Background: an optimization exercise with open tools, aiming at small area. Do not read the settings as production practice.
The clock port is modelled as an ideal driver, which makes a skipped or thinned clock tree look cheaper than it is; a real chip needs a root buffer or a tree.
Power figures rest on the tool's default switching activity, not on a simulated workload.

==> module bcd_digit, before the edit <==
module bcd_digit(
    input clk, reset,
    input e,                 
    output reg [3:0] d,
    output nine
);
    assign nine = d[3] & d[0];    
    wire t1 = d[0] & ~d[3];           
    wire t2 = d[0] & d[1];            
    wire t3 = nine | (t2 & d[2]);     
    always @(posedge clk or posedge reset)
        if (reset) d <= 4'd9;
        else d <= d ^ ({t3, t2, t1, 1'b1} & {4{e}});
endmodule
==> module bcd, before the edit <==
module bcd(
    input wire clk,
    input wire reset,
    input wire button,
    output wire [15:0] d,
    output wire down
);
    reg [3:0] t;
    assign down = t[3] & (t[2] | t[1]);
    wire tick_1;
    counter tick_gen(.clk(clk), .rst(reset), .freeze(tick_1 & ~down & button),
                     .tick_1(tick_1));
    wire n0, n1, n2;
    wire all9 = n0 & n1 & n2 & t[3] & t[0];
    wire inc = tick_1 & (down | (~button & ~all9));
    wire e1 = inc & n0;
    wire e2 = e1 & n1;
    wire e3 = e2 & n2;
    bcd_digit u0(.clk(clk), .reset(reset), .e(inc), .d(d[3:0]),  .nine(n0));
    bcd_digit u1(.clk(clk), .reset(reset), .e(e1),  .d(d[7:4]),  .nine(n1));
    bcd_digit u2(.clk(clk), .reset(reset), .e(e2),  .d(d[11:8]), .nine(n2));
    assign d[15:12] = t;
    wire t1 = t[0] & ~(t[3] & t[2]);
    wire t2 = t[0] & (t[1] | t[3]);
    wire t3 = t2 & t[2];
    always @(posedge clk or posedge reset)
        if (reset) t <= 4'b1010;
        else t <= t ^ ({t3, t2, t1, 1'b1} & {4{e3}});
endmodule
==> module top_bcd, before the edit <==
module top_bcd(
    input clk, rst, button,
    output [6:0] seg,
    output [3:0] an
);
    wire [15:0] d;
    wire down;
    bcd BC1(.clk(clk), .reset(rst), .button(button), .d(d), .down(down));
    reg [7:0] r;
    reg [1:0] scan;
    wire z = ~(r[1] | r[2] | r[3] | r[5] | r[6]);
    wire fb = r[7] ^ (r[0] | r[4] | z);
    wire wrap = r[7] & ~r[0] & ~r[4] & z;    
    always @(posedge clk or posedge rst)
        if (rst) begin
            r <= 8'd0;
            scan <= 2'd0;
        end else begin
            r <= {r[6:0], fb};
            scan[0] <= scan[0] ^ wrap;
            scan[1] <= scan[1] ^ (wrap & scan[0]);
        end
    assign an[0] = ~(~scan[1] & ~scan[0]);
    assign an[1] = ~(~scan[1] &  scan[0]);
    assign an[2] = ~( scan[1] & ~scan[0]);
    assign an[3] = ~( scan[1] &  scan[0]);
    wire [3:0] v = (d[3:0] | {4{an[0]}}) & (d[7:4] | {4{an[1]}})
                 & (d[11:8] | {4{an[2]}}) & (d[15:12] | {4{an[3]}});
    wire [2:0] x;
    assign x[0] = v[0] ^ down;
    assign x[1] = v[1];
    assign x[2] = down ? (v[2] ^ v[1]) & ~v[3] : v[2];
    wire n32 = down ? (v[3] | (v[2] & v[1])) : ~(v[3] | v[2]);
    assign seg[0] = ~x[1] & ((x[2] & ~x[0]) | (n32 & x[0]));            
    assign seg[1] = x[2] & (x[1] ^ x[0]);                                  
    assign seg[2] = ~x[2] & x[1] & ~x[0];                                  
    assign seg[3] = (x[2] & ~(x[1] ^ x[0])) | (n32 & ~x[1] & x[0]);       
    assign seg[4] = x[0] | (x[2] & ~x[1]);                                 
    assign seg[5] = (x[1] & x[0]) | (n32 & (x[1] | x[0]));                
    assign seg[6] = (n32 & ~x[1]) | (x[2] & x[1] & x[0]);                 
endmodule
Settings: LEC_CHECK=0, CAP_MARGIN=20, CORE_MARGIN=2, CORE_UTILIZATION=40, SLEW_MARGIN=20; clock period 100.0 ns.
standard.sh (not shown) runs the stock make flow with config.mk's settings and CLKGATE_MAP_FILE= SYNTH_SCRIPT=/design/flow/synth_recipe.tcl, a recipe that flattens the netlist after the stock synthesis.
==> flow/flow/run.sh <==
#!/bin/bash
# Own layout flow: the standard ORFS flow (standard.sh) with these changes
#  - ABC maps the logic with each of a few area-oriented scripts
#    (flow/abc_scripts.txt) and the smallest result is kept (flow/abc_pick.tcl); the
#    rest of the synthesis, and so every register, is the standard flow's own
#  - input and output ports are buffered with buf_1
#  - the clock tree is a few clock buffers fed straight from the clock port,
#    each driving a cluster of registers (flow/kbuf.tcl, flow/pre_cts.tcl)
# settings come from flow/settings.sh. Each tool's output goes to standard.log
# in this folder; ORFS's own per-step logs are under orfs/logs.
set -uo pipefail
W=$PWD
F=$W/flow
export MY_FLOW_DIR=$F
MY_CLK_OPTIONS="clkbuf_8:2 clkbuf_8:3 clkbuf_8:4"
MY_CLK_SLEW=0.110
EXTRA=()
[ -f $F/settings.sh ] && source $F/settings.sh
export MY_CLK_OPTIONS MY_CLK_SLEW
{
  echo "source $F/abc_pick.tcl"
  cat $W/synth_recipe.tcl
} > $W/my_synth.tcl
bash $W/standard.sh SYNTH_SCRIPT=$W/my_synth.tcl \
  "BUFFER_PORTS_ARGS=-buffer_cell sky130_fd_sc_hd__buf_1" \
  PRE_CTS_TCL=$F/pre_cts.tcl "${EXTRA[@]}" finish > $W/standard.log 2>&1
Other scripts of this flow, unchanged in this note and not shown: flow/flow/abc_pick.tcl, flow/flow/abc_scripts.txt, flow/flow/kbuf.tcl, flow/flow/pre_cts.tcl, flow/flow/settings.sh
Rerun with:
--- a/flow/design.v
+++ b/flow/design.v
@@ -17,13 +17,16 @@
     output reg [3:0] d,
     output nine
 );
+    wire a = e & d[0];
     assign nine = d[3] & d[0];    
-    wire t1 = d[0] & ~d[3];           
-    wire t2 = d[0] & d[1];            
-    wire t3 = nine | (t2 & d[2]);     
     always @(posedge clk or posedge reset)
         if (reset) d <= 4'd9;
-        else d <= d ^ ({t3, t2, t1, 1'b1} & {4{e}});
+        else begin
+            d[0] <= d[0] ^ e;
+            d[1] <= d[1] ^ (a & ~d[3]);
+            d[2] <= d[2] ^ (a & d[1]);
+            d[3] <= a ? (~d[3] & d[1] & d[2]) : d[3];
+        end
 endmodule
 module bcd(
     input wire clk,
@@ -47,12 +50,10 @@
     bcd_digit u1(.clk(clk), .reset(reset), .e(e1),  .d(d[7:4]),  .nine(n1));
     bcd_digit u2(.clk(clk), .reset(reset), .e(e2),  .d(d[11:8]), .nine(n2));
     assign d[15:12] = t;
-    wire t1 = t[0] & ~(t[3] & t[2]);
-    wire t2 = t[0] & (t[1] | t[3]);
-    wire t3 = t2 & t[2];
+    wire k9 = t[3] & t[2] & t[0];
     always @(posedge clk or posedge reset)
         if (reset) t <= 4'b1010;
-        else t <= t ^ ({t3, t2, t1, 1'b1} & {4{e3}});
+        else if (e3) t <= k9 ? 4'd0 : t + 4'd1;
 endmodule
 module top_bcd(
     input clk, rst, button,
@@ -82,16 +83,25 @@
     assign an[3] = ~( scan[1] &  scan[0]);
     wire [3:0] v = (d[3:0] | {4{an[0]}}) & (d[7:4] | {4{an[1]}})
                  & (d[11:8] | {4{an[2]}}) & (d[15:12] | {4{an[3]}});
-    wire [2:0] x;
+    wire [3:0] x;
     assign x[0] = v[0] ^ down;
     assign x[1] = v[1];
     assign x[2] = down ? (v[2] ^ v[1]) & ~v[3] : v[2];
-    wire n32 = down ? (v[3] | (v[2] & v[1])) : ~(v[3] | v[2]);
-    assign seg[0] = ~x[1] & ((x[2] & ~x[0]) | (n32 & x[0]));            
-    assign seg[1] = x[2] & (x[1] ^ x[0]);                                  
-    assign seg[2] = ~x[2] & x[1] & ~x[0];                                  
-    assign seg[3] = (x[2] & ~(x[1] ^ x[0])) | (n32 & ~x[1] & x[0]);       
-    assign seg[4] = x[0] | (x[2] & ~x[1]);                                 
-    assign seg[5] = (x[1] & x[0]) | (n32 & (x[1] | x[0]));                
-    assign seg[6] = (n32 & ~x[1]) | (x[2] & x[1] & x[0]);                 
+    assign x[3] = down ? ~(v[3] | v[2] | v[1]) : v[3];
+    reg [6:0] s;
+    always @(*)
+        case (x)
+            4'd1: s = 7'b1111001;
+            4'd2: s = 7'b0100100;
+            4'd3: s = 7'b0110000;
+            4'd4: s = 7'b0011001;
+            4'd5: s = 7'b0010010;
+            4'd6: s = 7'b0000010;
+            4'd7: s = 7'b1111000;
+            4'd8: s = 7'b0000000;
+            4'd9: s = 7'b0010000;
+            4'd0: s = 7'b1000000;
+            default: s = 7'bx;
+        endcase
+    assign seg = s;
 endmodule
Outcome: The new run went through all stages and came out clean. Total power went up by roughly a tenth. Synthesized cell count went up by a few percent. Area after synthesis went up by a few percent. Cell area went up by a few percent. Setup slack is better by 410 ps. Die area went up by a few percent. Core utilization went up by 1.0 points. Wire length went up by a few percent. Cell count went up by a few percent.
Function was not checked in any run of this note: the RTL went through the layout flow alone. No run of this note takes its clock network from TritonCTS; it comes from the design's own scripts or RTL.

## static timing again, ports no longer ideal
In the flow no input, the clock included, has a driving cell. The finished layouts below were timed again as built, in two steps. Step 1: set_driving_cell puts a clkbuf_16 on clk and a buf_2 on each other input, an assumption about the parent block. Step 2 adds t to the input delays and takes it off the output delays; t is the mean of the earliest and latest rising clock arrival at the registers after step 1. Input paths then give back, and output paths get back, about the clock's delay inside the block. Three values: no drivers, after step 1, after step 2; two values: the first two.
run	t (ns)	slack for setup (ns)	hold slack, ns	latest minus earliest clock arrival (ns)	worst data-port slew with drivers (ns)
the first run	0.191	77.343 / 77.306 / 77.497	0.378 / 0.378 / 0.378	0.005 / 0.006	0.03
the second run	0.174	77.748 / 77.705 / 77.879	0.369 / 0.369 / 0.369	0.009 / 0.009	0.03
After both steps every run listed still meets setup and hold.
